Background: an optimization exercise with open tools, aiming at small area. Do not read the settings as production practice.
The RTL was checked by simulation tests, not by an equivalence proof against the original design.
Power and IR drop assume default switching activity.

`run.sh`:
```
#!/bin/bash
# synth_recipe.tcl (not shown) runs the flow's synth.tcl, then flattens the netlist and writes it again
# the make line also repeats each setting of config.mk as NAME=value (left out here)
make -C /OpenROAD-flow-scripts/flow DESIGN_CONFIG=/design/flow/config.mk WORK_HOME=/design/flow/orfs CLKGATE_MAP_FILE= SYNTH_SCRIPT=/design/flow/synth_recipe.tcl finish
```
`config.mk`:
```
export PLATFORM = sky130hd
export DESIGN_NAME = clock
export DESIGN_NICKNAME = clock
export VERILOG_FILES = /design/flow/design.v
export SDC_FILE = /design/flow/constraint.sdc
export NUM_CORES = 4
export LEC_CHECK = 0
export CAP_MARGIN = 20
export CORE_MARGIN = 2
export CORE_UTILIZATION = 40
export SLEW_MARGIN = 20
```
`constraint.sdc`:
```
create_clock -name core_clock -period 10.0 [get_ports {clk}]
set_input_delay 2.0000 -clock core_clock [delete_from_list [all_inputs] [get_ports {clk}]]
set_output_delay 2.0000 -clock core_clock [all_outputs]
set_load 0.01 [all_outputs]
```
`design.v`:
```
module clock(
input wire[0:1] sw,
input clk,
input clr,
input seth,
input setm,
output reg[3:0] an,
output reg[6:0] atog,
output wire[3:0] secondLow,
output wire[3:0] secondHigh
);
reg [9:0] counter;
wire step = counter[9] & counter[8] & counter[7] & counter[6] & counter[5] & counter[3];
reg [3:0] psl;
reg [2:0] psh;
reg showp, ones;
reg [3:0] ml, cl;      
reg [2:0] mh, ch;      
reg [7:0] hour, hourc;
reg [3:0] dml, dhl;    
reg [2:0] dmh;         
reg [1:0] dhh;         
wire sel = sw[1];
wire h12 = sw[0];
wire ps_l9 = (psl == 4'd9);
wire ps_58 = (psh == 3'd5) & (psl == 4'd8);    
wire m59 = (mh == 3'd5) & (ml == 4'd9);
wire c59 = (ch == 3'd5) & (cl == 4'd9);
wire wraph  = h12 ? (hour == 8'd11)  : (hour == 8'd23);
wire wraphc = h12 ? (hourc == 8'd11) : (hourc == 8'd23);
wire mroll = ps_58;                        
wire hbut  = seth & ~sel;
wire mbut  = setm & ~sel;
wire mzero = hbut & wraph & ~mroll;
wire minc  = (mroll | mbut) & ~mzero;
wire hinc  = (mbut & m59) | hbut | (mroll & m59);
wire [7:0] hsrc = sel ? hourc : hour;
wire [3:0] msl = sel ? cl : ml;
wire [2:0] msh = sel ? ch : mh;
wire hok = (hsrc < (h12 ? 8'd20 : 8'd30));
wire [1:0] hhi = (hsrc >= 8'd20) ? 2'd2 : (hsrc >= 8'd10) ? 2'd1 : 2'd0;
wire [7:0] hlo = hsrc - hhi * 8'd10;
wire blink = (mh == 3'd0 && ml == 4'd0) || (hourc == hour && mh == ch && ml == cl);
wire slz = ~ones & (~showp | (psl == 4'd0));
always @(posedge clk or posedge clr)
begin
	if (clr) begin
		counter <= 0;
		psl <= 4'd9; psh <= 3'd5;
		showp <= 0; ones <= 0;
		ml <= 0; mh <= 0; cl <= 0; ch <= 0;
		hour <= 0; hourc <= 0;
		dml <= 0; dmh <= 0; dhl <= 0; dhh <= 0;
	end else if (step) begin
		counter <= 0;
		if (ps_l9) begin
			psl <= 0;
			psh <= (psh == 3'd5) ? 3'd0 : psh + 3'd1;
		end else
			psl <= psl + 4'd1;
		if (blink) begin
			showp <= 0;
			ones <= slz;
		end else begin
			showp <= 1;
			ones <= 0;
		end
		if (mzero) begin
			ml <= 0; mh <= 0;
		end else if (minc) begin
			if (ml == 4'd9) begin
				ml <= 0;
				mh <= (mh == 3'd5) ? 3'd0 : mh + 3'd1;
			end else
				ml <= ml + 4'd1;
		end
		if (hinc)
			hour <= wraph ? 8'd0 : hour + 8'd1;
		if (setm & sel) begin
			if (cl == 4'd9) begin
				cl <= 0;
				ch <= (ch == 3'd5) ? 3'd0 : ch + 3'd1;
			end else
				cl <= cl + 4'd1;
		end
		if (seth & sel)
			hourc <= wraphc ? 8'd0 : hourc + 8'd1;
		dml <= msl; dmh <= msh;
		if (hok) begin
			dhl <= hlo[3:0];
			dhh <= hhi;
		end
	end else
		counter <= counter + 10'd1;
end
assign secondLow  = showp ? psl : {4{ones}};
assign secondHigh = showp ? {1'b0, psh} : {4{ones}};
reg [3:0] digit;
always @(*)
begin
	case (counter[5:4])
		2'd0: begin an = 4'b1110; digit = dml; end
		2'd1: begin an = 4'b1101; digit = {1'b0, dmh}; end
		2'd2: begin an = 4'b1011; digit = dhl; end
		default: begin an = 4'b0111; digit = {2'b00, dhh}; end
	endcase
	case (digit)
		4'd0: atog = 7'b0000001;
		4'd1: atog = 7'b1001111;
		4'd2: atog = 7'b0010010;
		4'd3: atog = 7'b0000110;
		4'd4: atog = 7'b1001100;
		4'd5: atog = 7'b0100100;
		4'd6: atog = 7'b0100000;
		4'd7: atog = 7'b0001111;
		4'd8: atog = 7'b0000000;
		4'd9: atog = 7'b0000100;
		default: atog = 7'b0000001;
	endcase
end
endmodule
```
==> summary.txt <==
outcome=no timing/DRC/antenna violations; clock buffer count from CTS=9; core area=between 9000 and 10000 µm²; Residual DRC=0; Worst Setup Start Kind=input port; Mean Syn Cell Area=9.452 µm²; first-pass GRT wire length=between 10000 and 15000 µm; reg2reg start=hourc[3]; area of the mapped netlist=about 3800 µm²; Final Slew Violations=0; Post-CTS Hold Fix Bufs=0; WP depth=10; clock sink count=62; vias in the first global route=between 2000 and 3000; # rows=35; Post-Layout Cell Count=552; combinational share of power=0.049; initial antenna violation count=0; Ports=25; Max Cap Viol=0; post-route cell area=roughly 4300 µm²; share of cells above drive strength 1=0.09693; Worst R2R Setup Slack=7520 ps; Initial Util=0.4133; Final Critical Period=4839 ps; R2R depth=9; Port Buffer Count=24; Routed WL per cell=around 14 µm; Area Overhead vs Synth=13.34%; RSZ-0062 raised after global routing=false; First DRT Iteration DRCs=about 120; Worst Skew=10.75 ps; Ys Warns=1; Internal=409.9 µW; Worst Tran Pin Value=roughly 960 ps; Worst EP arrival=about 5000 ps; Yosys reg bits=between 60 and 70; Top Family by Delay on Critical Path=buffers and inverters; post-CTS setup buffer count=0; switch share=0.2264; Leak Pwr=1.939 nW; sequential share of power=0.485; Routed WL=roughly 7700 µm; WP buf/inv=2; Setup TNS=0 ps; Power per Cell Area=122.4 nW/µm²; highest-count cells in the layout ignoring fill and taps=nand2_1 (58), dfrtp_1 (58), o21ai_0 (32), xnor2_1 (27), nor2_1 (25); Placed Area=around 4100 µm²; beginning of the critical path=sw[1]; number of fill cells=885; syn_nets=423; Vias/cell=around 5.3; worst setup path endpoint=dhl[3]; H-Tree Depth=3; sw power=about 120 µW; Clock transition at path regs=around 80 ps; grt total ovfl=0; Hold Crit Class=reg2reg; Synth cell types=just under 60; sequential share of the synthesized area=0.4076; largest net degree at the start of global routing=between 60 and 70; Nets=between 400 and 500; GPL Wtd Cong=~0.82; sequential cell area=1556 µm²; router iterations before antenna repair=6; DRT antenna net count=0; critical path type=in2reg; Syn Inst Count=about 400; Slew HR=0.3599; clock buffer depth=2; Post-synth top flop=dfrtp_1; CP max stage delay=1100 ps; Tcrit/Tclk final=0.4839; n_diodes=0; CTS Root Cell=clkbuf_8; Tot GR Track Use=0.1672; cts repair resizes=0; Async SR Flop Fraction=1.000; critical path required time=10260 ps; critical-path cell list=clkdlybuf4s50_1, mux2_2, a211o_1, a21oi_2, ha_1, inv_1, fa_1, xor2_1, xnor2_1, o21ai_0; Clock Power Share=0.466; Setup violations, final=0; die area=between 10000 and 15000 µm²; Worst VDD drop=around 0.000053 V; Crit Path Max Fanout=20; Die Ht=around 100 µm; multi-input logic area=between 2000 and 2500 µm²; Placed Cells=536; Chip Width=between 100 and 150 µm; Fmax achieved=~210 MHz; Worst-Skew Late Latency=around 340 ps; Post-synth EDFFs=0; DP Wirelength=around 5600 µm; Final Hold Viols=0; CTS tree=done; CP endpoint kind=flop; Critical R2R Capture=dhl[3]; vias=slightly below 3000; CP max-delay cell=clkdlybuf4s50_1
metal layers:
layer,wire (µm),global-route usage
met5,0,0
met4,53,0.04782
met3,253,0.04555
met2,3534,0.2510
met1,3830,0.2370
worst register-to-register path, cell delays in order (launching register included):
cell and delay (ps):
dfrtp_1 520, mux2i_1 240, a211o_1 360, a21oi_2 210
ha_1 180, inv_1 50, fa_1 370, xor2_1 180
xnor2_1 140, o21ai_0 150
layout make-up:
type / instances / share of cell area
Clock inverter: 6 / 0.01966
Tap cell: 129 / 0.03729
Sequential cell: 62 / 0.3596
Multi-Input combinational cell: 305 / 0.4814
Inverter: 15 / 0.01301
Clock buffer: 10 / 0.03180
Timing Repair Buffer: 25 / 0.05724
power groups by stage:
stage	Clock [mW]	Combinational [mW]	Sequential (mW)
5_1_grt	0.267	0.0296	0.258
4_1_cts	0.255	0.0269	0.257
3_3_place_gp	0	0.0261	0.262
6_report	0.247	0.0260	0.257
2_1_floorplan	0	0.0213	0.260
3_5_place_dp	0	0.0268	0.262
Yosys cell counts, types with 5 or more instances:
| library cell | count | area [µm²] |
|---|---|---|
| a22o_1 | 5 | 43.79 |
| ha_1 | 12 | 150.1 |
| nand2b_1 | 8 | 50.05 |
| xor2_1 | 7 | 61.31 |
| a21o_1 | 5 | 37.54 |
| o21ai_0 | 32 | 160.2 |
| buf_2 | 6 | 30.03 |
| nor3_1 | 8 | 40.04 |
| clkbuf_1 | 8 | 30.03 |
| nand2_1 | 58 | 217.7 |
| xnor2_1 | 27 | 236.5 |
| mux2_2 | 6 | 67.56 |
| nand4_1 | 9 | 56.30 |
| nand3_1 | 16 | 80.08 |
| a21oi_1 | 7 | 35.03 |
| and3_1 | 8 | 50.05 |
| inv_1 | 14 | 52.55 |
| mux2i_1 | 16 | 160.2 |
| nor2_1 | 25 | 93.84 |
| dfrtp_1 | 58 | 1451 |
metrics by stage:
step | hold slack (ps) | util | total power, mW | setup slack [ps]
floorplan | 443.9 | - | 0.2809 | 6119
global placement | 457.8 | 0.4443 | 0.2879 | 4921
detailed placement | 472.1 | 0.4443 | 0.2887 | 4805
CTS | 480.2 | 0.4684 | 0.5390 | 5177
global route | 506.4 | 0.4684 | 0.5540 | 5001
finish | 477.0 | 0.4684 | 0.5298 | 5162
how the worst min path moves through the flow:
stage	end	startpoint	depth (start not counted)	slack, ps
floorplan	dhl[0]	dhl[0]	2	440
global placement	psh[2]	psh[2]	2	460
detailed placement	psh[2]	psh[2]	2	470
CTS	psh[2]	psh[2]	2	480
global route	psh[2]	psh[2]	2	510
finish	psh[2]	psh[2]	2	480
registers in the layout, indices dropped and copies added (netlist names), 3 cells and up:
signal,flops
psl,4
psh,3
cl,4
dmh,3
hour,8
counter,10
ml,4
dhl,4
ch,3
mh,3
hourc,8
dml,4
kinds of logic (layout without fill, tap and decap cells):
kind of cell	count (synthesis)	in the layout	synth area share
AOI/OAI and AO/OA	73	73	0.1288
xor gates and xnor gates	34	34	0.07798
adders and majority gates	13	13	0.04456
buffers and inverters	37	56	0.04685
DFF	62	62	0.4076
muxes	27	27	0.08519
and+or+nand+nor	158	158	0.2091

==> re-timing with driven ports <==
Ports are ideal in the flow. The routed layout listed here was re-timed in OpenROAD. Step 1 sets driving cells, clkbuf_16 on the clock port and buf_2 on the other inputs (assumed; they add their load-dependent delay and slew). Step 2 moves the port delays by t, midway between the first and last clock arrival at a register: inputs arrive t later, outputs are due t later. That takes back most of the time a late clock gives input paths. a / b / c = ideal / step 1 / step 2; a / b = the first two.
t, ns: 0.369
slack for setup (ns): 5.162 / 5.171 / 4.802
worst hold slack (ns): 0.477 / 0.477 / 0.477
After both steps this run still meets setup and hold. The setup slack of this run moves by +0.009 ns with the drivers and by -0.360 ns with both steps.
